Context: an optimization exercise on an open-source flow, tuned for small area, a short achievable clock period and few clock cycles. The choices shown serve that exercise and are no tape-out recipe. Function was checked by simulation only, so behaviour that the tests miss may differ from the original.

`design/flow/run.sh`:
```
#!/bin/bash
# synth_recipe.tcl (not shown) runs the flow's synth.tcl, then flattens the netlist and writes it again
# the make line also repeats each setting of config.mk as NAME=value (left out here)
make -C /OpenROAD-flow-scripts/flow DESIGN_CONFIG=/design/flow/config.mk WORK_HOME=/design/flow/orfs CLKGATE_MAP_FILE= SYNTH_SCRIPT=/design/flow/synth_recipe.tcl finish
```
`design/flow/config.mk`:
```
export PLATFORM = sky130hd
export DESIGN_NAME = CPU_top
export DESIGN_NICKNAME = CPU_top
export VERILOG_FILES = /design/flow/design.v
export SDC_FILE = /design/flow/constraint.sdc
export NUM_CORES = 4
export LEC_CHECK = 0
export CAP_MARGIN = 20
export CORE_MARGIN = 2
export CORE_UTILIZATION = 40
export PLACE_DENSITY = 0.6
export SLEW_MARGIN = 20
```
`design/flow/constraint.sdc`:
```
create_clock -name core_clock -period 10.0 [get_ports {clk}]
set_input_delay 2.0000 -clock core_clock [delete_from_list [all_inputs] [get_ports {clk}]]
set_output_delay 2.0000 -clock core_clock [all_outputs]
set_load 0.01 [all_outputs]
```
`design/flow/design.v`:
```
module ALU(
  input  [32-1:0] in_0,
  input  [32-1:0] in_1,
  input  [2:0]         func,    
  input                sub,     
  output reg [32-1:0] out,
  output               eq,
  output               lt_s,
  output               lt_u
);
  wire [32-1:0] x = in_0 ^ in_1;
  wire [32:0] sum = {1'b0, in_0} + {1'b0, in_1 ^ {32{sub}}} + {32'b0, sub};
  assign eq   = ~|x;
  assign lt_u = ~sum[32];
  assign lt_s = (in_0[31] ^ in_1[31]) ? in_0[31] : sum[31];
  wire left = func[0];
  reg [31:0] rin, rsh, rout;
  integer i;
  always @(*) begin
    for (i = 0; i < 32; i = i + 1) rin[i] = left ? in_0[31-i] : in_0[i];
    rsh = rin >> in_1[4:0];
    for (i = 0; i < 32; i = i + 1) rout[i] = left ? rsh[31-i] : rsh[i];
  end
  always @(*) begin
    case (func)
      3'd0: out = in_0 & in_1;
      3'd1: out = in_0 | in_1;
      3'd2: out = x;
      3'd3, 3'd4, 3'd5: out = sum[31:0];
      default: out = rout;
    endcase
  end
endmodule
module GPregistor(
    input clk,
    input rst,
    input  [4:0]  rd_addr,
    output [31:0] rd_data,
    input         we,
    input  [4:0]  wr_addr,
    input  [31:0] wr_data
   );
   reg [31:0] gpr [0:31];
   reg [31:0] gval;
   assign rd_data = gval[rd_addr] ? gpr[rd_addr] : 32'b0;
   always @(posedge clk) begin
     if (we) gpr[wr_addr] <= wr_data;
   end
   always @(posedge clk or negedge rst) begin
     if (~rst) gval <= 32'b0;
     else if (we) gval[wr_addr] <= 1'b1;
   end
endmodule
module CPU_top (
  input  wire                     clk,
  input  wire                     reset,            
  input  wire [32-1:0]       if_bus_rd_data,
  input  wire                     if_bus_rdy,
  input  wire                     if_bus_grnt,
  output wire                     if_bus_req,
  output wire [30-1:0]  if_bus_addr,
  output wire                     if_bus_as,
  input  wire [32-1:0]       mem_bus_rd_data,
  input  wire                     mem_bus_rdy,
  input  wire                     mem_bus_grnt,
  output wire                     mem_bus_req,
  output wire [30-1:0]  mem_bus_addr,
  output wire                     mem_bus_as,
  output wire                     mem_bus_rw,
  output wire [32-1:0]       mem_bus_wr_data
);
  localparam PH_IDLE = 2'd0, PH_A = 2'd1, PH_B = 2'd2, PH_C = 2'd3;
  reg  [1:0]  ph;
  reg         if_req_r;    
  reg         fok;         
  reg         issued;      
  reg         nxt_v;       
  reg  [29:0] fpc;         
  reg  [31:0] ir;
  reg  [4:0]  raddr;
  reg  [31:0] opA, opB;
  reg  [29:0] maddr;       
  reg  [4:0]  dst_q;
  reg         rw_q;
  reg         mreq, mpend, mok;
  wire [5:0]  op     = ir[31:26];
  wire [15:0] imm    = ir[15:0];
  wire [31:0] imm_s  = {{16{imm[15]}}, imm};
  wire [31:0] imm_u  = {16'b0, imm};
  wire is_alu  = (op[5:4] == 2'b00);
  wire is_br   = (op[5:2] == 4'b0100);
  wire is_call = (op == 6'h15);
  wire is_ctl  = (op[5:3] == 3'b010) & ~op[2] | (op[5:1] == 5'b01010);   
  wire is_st   = (op == 6'h17);
  wire is_mem  = (op[5:1] == 5'b01011);
  wire rtype   = is_alu & (~op[0] | (op[3:0] == 4'hb));
  wire imm_sx  = is_alu & (op[3:1] == 3'b011 || op[3:1] == 3'b100);   
  wire [2:0] func = op[3:1];
  wire [31:0] rf_rd;
  wire        ld_wb  = mem_bus_rdy & ~rw_q;                
  wire        c_act  = (ph == PH_C) & ~nxt_v;               
  wire        we_c   = c_act & (is_alu | is_call) & (~is_ctl | issued);
  wire [31:0] alu_out;
  wire [31:0] wres   = is_call ? {fpc, 2'b00} : alu_out;
  wire        rf_we  = we_c | ld_wb;
  wire [31:0] rf_wd  = c_act ? wres : mem_bus_rd_data;
  GPregistor gpr (
    .clk     (clk),
    .rst     (reset),
    .rd_addr (raddr),
    .rd_data (rf_rd),
    .we      (rf_we),
    .wr_addr (dst_q),
    .wr_data (rf_wd)
  );
  wire [31:0] rd_a = (ld_wb && dst_q == raddr) ? mem_bus_rd_data : rf_rd;
  wire eq, lt_s, lt_u;
  ALU alu (
    .in_0 (opA),
    .in_1 (opB),
    .func (func),
    .sub  (is_br | (is_alu & func == 3'd5)),
    .out  (alu_out),
    .eq   (eq),
    .lt_s (lt_s),
    .lt_u (lt_u)
  );
  reg cond;
  always @(*) begin
    case (op[1:0])
      2'd0: cond = eq;
      2'd1: cond = ~eq;
      2'd2: cond = lt_s;
      default: cond = lt_u;
    endcase
  end
  wire taken = is_br ? cond : 1'b1;
  wire [31:0] ax  = is_br ? {fpc, 2'b00} : rd_a;
  wire [31:0] ay  = is_br ? {imm_s[29:0], 2'b00} : (is_mem ? imm_s : 32'b0);
  wire [31:0] asum = ax + ay;
  wire if_as   = if_bus_grnt & fok;
  wire m_as    = mem_bus_grnt & mok;
  wire a_done  = ~mreq | mem_bus_rdy;
  wire c_done  = (mreq & ~mpend) ? m_as : (~is_ctl | issued | nxt_v);
  wire have    = nxt_v | if_bus_rdy;
  wire [31:0] nir = if_bus_rdy ? if_bus_rd_data : ir;
  wire fin     = (ph == PH_IDLE) | (ph == PH_C & c_done);
  wire enter_a = fin & have;
  wire redirect = c_act & is_ctl & issued & taken;
  reg [1:0] ph_n;
  always @(*) begin
    ph_n = ph;
    case (ph)
      PH_A: if (a_done) ph_n = PH_B;
      PH_B: ph_n = PH_C;
      default: if (fin) ph_n = have ? PH_A : PH_IDLE;
    endcase
  end
  wire issued_n = enter_a ? 1'b0 : (issued | if_as);
  wire nxt_v_n  = enter_a ? 1'b0 : (nxt_v | if_bus_rdy);
  wire fok_n    = (ph_n != PH_A) & ~issued_n & ~nxt_v_n;
  wire mreq_n   = (ph == PH_A & a_done & is_mem) | (mreq & ~mem_bus_rdy);
  wire mpend_n  = m_as | (mpend & ~mem_bus_rdy);
  always @(posedge clk or negedge reset) begin
    if (~reset) begin
      ph       <= PH_IDLE;
      if_req_r <= 1'b0;
      fok      <= 1'b0;
      issued   <= 1'b0;
      nxt_v    <= 1'b0;
      fpc      <= 30'b0;
      mreq     <= 1'b0;
      mpend    <= 1'b0;
      mok      <= 1'b0;
    end else begin
      ph       <= ph_n;
      if_req_r <= 1'b1;
      fok      <= fok_n;
      issued   <= issued_n;
      nxt_v    <= nxt_v_n;
      if (redirect)   fpc <= maddr;
      else if (if_as) fpc <= fpc + 30'd1;
      mreq     <= mreq_n;
      mpend    <= mpend_n;
      mok      <= mreq_n & ~mpend_n;
    end
  end
  always @(posedge clk) begin
    if (if_bus_rdy) ir <= if_bus_rd_data;
    if (enter_a) raddr <= nir[25:21];
    else if (ph == PH_A && a_done) raddr <= ir[20:16];
    if (ph == PH_A) begin
      opA   <= rd_a;
      maddr <= asum[31:2];
    end
    if (ph == PH_B) begin
      opB   <= (rtype | is_br | is_st) ? rf_rd : (imm_sx ? imm_s : imm_u);
      dst_q <= rtype ? ir[15:11] : (is_call ? 5'd31 : ir[20:16]);
      rw_q  <= is_st;
    end
  end
  assign if_bus_req      = if_req_r;
  assign if_bus_addr     = fpc;
  assign if_bus_as       = if_as;
  assign mem_bus_req     = mreq;
  assign mem_bus_addr    = maddr;
  assign mem_bus_as      = m_as;
  assign mem_bus_rw      = rw_q;
  assign mem_bus_wr_data = opB;
endmodule
```
==> impl_metrics.ini <==
[run_status]
status = no timing/DRC/antenna violations

[sta]
tns_ns = 0
skew_ns = 0.0367
hold_violations = 0
setup_viol = 0
hold_ws_ns = 0.455
rsz0062_at_grt = no
finalCriticalPeriod_ns = 7.14
timing.fmax_ghz = 0.140
worst_slack_ns = 2.86
worstMarginPinSlew_ns = 1.06
maxSlewHeadroom = 0.282
report.final.slew_viol_count = 0
timing.final.crit_share = 0.714

[clock_tree]
cts_resized = 0
clock-root-buffer = clkbuf_16
clkLatencyLatePin_ns = 0.74
holdBufCountCts = 0
numCtsBuffers = 120
htree_levels = 3
cts_tree = built
clk_pin_slew_ns = 0.06
post_cts_buffers = 0
cts.sinks = 1237
clk_path_buf_depth = 3

[place]
hpwl_mm = 108
dpl_worst_slack_ns = 1.86
gp_congestion = 0.991
port_buffers = 166

[logic_synthesis]
synth_cell_types = 81
synthCells = 3423
netlist_area_sq_um = 56600
synth_nets = 3628
yosys-top-cells-area = edfxtp_1 61%, mux4_2 14%, dfrtp_1 3.1%
synth_top_area_frac = 0.613
async_flop_share = 0.0574
synth-seq-cells = 1237
ys_warn_count = 3
yosys.area_share.adder = 0.0300
synthFlopType = edfxtp_1
synth_edf_count = 1156
synth-xor-area-share = 0.0186
yosys.area_share.simple = 0.0444
synth_compound_area_frac = 0.0636
yosys.area.top_type = edfxtp_1
syn-mean-instance-area_sq_um = 16.5
yosysSeqAreaShare = 0.648
synth_top_family_by_area = multiplexers
synth.area.mux_share = 0.175

[detailed_routing]
vias = 33100
routed_via_density = 5.88
drt_iter0_markers = 3600
firstDrtPassIters = 6
wl_per_cell_um = 30.4
drc = 0
wirelength_mm = 172
detail-route-antenna-nets = 0

[global_route]
gr-usage-met2 = 0.375
antenna_found_initial = 1
grt_pass1_vias = 32600
gr-usage-met3 = 0.0382
grt_pass1_wl_mm = 243
globalRouteMet1Util = 0.315
grt_busiest_layer = met2
grt_max_degree = 127
track_usage = 0.235
grt_overflow = 0

[floorplan]
start_util = 0.401
core_area_sq_um = 141000
fp.dieW_um = 380
std_cell_rows = 138
io_pins = 167
die-area_sq_um = 145000
die_height_um = 380

[setup_path]
path_max_fanout = 66
crit_path_cell_trace = clkdlybuf4s50_1 -> nand2b_1 -> nor2_1 -> and2_4 -> o21ai_0 -> mux2_2 -> ha_1 -> a21oi_1 -> o211ai_1 -> a21oi_1 -> o22ai_1 -> o311ai_0 -> a21oi_1 -> a211o_1 -> a21oi_1 -> xnor2_1
cp_slowest_cell = o311ai_0
worst_setup_path_start_kind = input port
rrSetupSlack_ns = 3.22
crit_arrival_ns = 7.60
crit_top_cell = a21oi_1
worstSetupPathType = in -> reg
cpPeakStageDelay_ns = 0.92
required_ns = 10.46
endpoint_kind = flip-flop

[cells_and_area]
finish.utilization = 0.463
nets = 3844
syn_to_final_growth_pct = 15.3
nFillCells = 12100
multi_input_area_sq_um = 19300
register_area_sq_um = 36700
drive_gt1_frac = 0.228

[power_and_ir_drop]
ir_drop_mv = 0.179
p_leak_nw = 22.3
powerDensity_nw_per_um2 = 310
power_mw = 20.3

[min_path]
worstHoldPathType = reg -> reg

[run]
drv_cap = 0
-- sequential cells by signal, summed over array words and instances, names as in the netlist, 2 cells and up, named ones only --
name,flops
gpr.gval,32
opB,32
fpc,30
maddr,30
raddr,5
ph,2
dst_q,5
ir,32
opA,32
gpr.gpr,1024
-- layout make-up --
class,instances,area share
flip-flops and latches,1237,0.562
repair buffers,279,0.0396
diodes,2,0.0000766
inverters,100,0.00575
well taps,1890,0.0362
multi-input cells,1901,0.295
clock buffers,149,0.0490
clock inverters,79,0.0118
-- report_power, final --
| part | internal [mW] | total [mW] | switching (mW) |
|---|---|---|---|
| logic | 3.52 | 8.10 | 4.58 |
| clock network | 2.61 | 4.57 | 1.97 |
| registers | 6.72 | 7.58 | 0.855 |
| total | 12.8 | 20.3 | 7.40 |
-- cell families (layout without fill, tap and decap cells) --
logic type | count (synthesis) | count (layout)
AOI/OAI and AO/OA | 558 | 558
xor gates and xnor gates | 120 | 120
and+or+nand+nor | 551 | 551
DFF | 1237 | 1237
buffers and inverters | 285 | 607
other | 1 | 3
muxes | 536 | 536
adders and majority gates | 135 | 135
-- through the flow --
stage,area [sq um],std cells
CTS,65200,5634
global placement,61200,5405
global route,65300,5635
floorplan,56600,3423
detailed placement,61300,5406
finish,65300,5637
-- per-layer routing --
layer	vias to the layer above	wire length, um
met2	1300	81400
met3	293	11800
li1	14100	-
met1	17400	69800
met4	2	8560
met5	-	11
-- synthesized netlist by cell type, types with 13 or more instances --
cell type / n
mux2_2: 88
nor2_1: 171
nor3_1: 35
a31oi_1: 13
o21ai_0: 182
buf_2: 38
edfxtp_1: 1156
mux2_4: 29
a211oi_1: 22
and3_1: 16
o2111ai_1: 13
buf_1: 18
nand3_1: 34
ha_1: 134
nand2_1: 185
a21o_1: 66
nand4_1: 17
a21oi_1: 101
xnor2_1: 94
a22oi_1: 22
nand2b_1: 22
nor2b_1: 15
inv_1: 100
mux4_2: 343
o211ai_1: 13
clkbuf_1: 122
xor2_1: 26
o21bai_1: 13
o22ai_1: 16
mux2i_1: 76
dfrtp_1: 71
a22o_1: 17
-- path summary, 6_finish.rpt --
kind	startpoint	endpoint	cells past startpoint
min reg2reg	gpr.gval[21]	gpr.gval[21]	1
max	mem_bus_rdy	maddr[24]	16
min	gpr.gval[21]	gpr.gval[21]	1
max reg2reg	flip-flop	maddr[24]	17
max in group asynchronous	reset	fpc[25]	2
min in group asynchronous	reset	gpr.gval[29]	1
-- critical path, delay by kind of cell --
kind | cells | cell delay (ns)
AOI/OAI and AO/OA | 9 | 2.98
muxes | 1 | 0.30
xor gates and xnor gates | 1 | 0.08
buffers and inverters | 1 | 0.59
and+or+nand+nor | 3 | 1.29
adders and majority gates | 1 | 0.33
-- placed cells by master (no fill, tap or decap), types with 76 or more instances in the layout --
cell / count
a21oi_1: 99
buf_4: 106
xnor2_1: 94
nand2_1: 185
clkdlybuf4s50_1: 164
nor2_1: 138
o21ai_0: 164
edfxtp_1: 1156
inv_1: 100
mux4_2: 343
mux2i_1: 76
ha_1: 132
clkbuf_16: 124
mux2_2: 88
Testbench counts, summed over its fixed seeds: cycles 50,315.

what the ideal ports hide:
Ports are ideal in the flow. The routed layout listed here was re-timed in OpenROAD.
Step 1 assumes that a clkbuf_16 drives the clock port and a buf_2 every other input.
Step 2 also shifts input and output timing later by t, the mid clock arrival at the registers, as if the neighbouring blocks saw the same clock.
Slacks: ideal / step 1 / step 2; pairs: ideal / step 1.
shift t [ns]: 0.794
slack for setup (ns): 2.858 / 2.907 / 2.114
hold WS [ns]: 0.455 / 0.455 / 0.455
clock arrival spread, ns: 0.037 / 0.037
worst register clock-pin slew, ns: 0.07 / 0.07
After both steps this run still meets setup and hold. For this run, drivers alone change the setup slack by +0.049 ns; drivers and shift together by -0.744 ns.
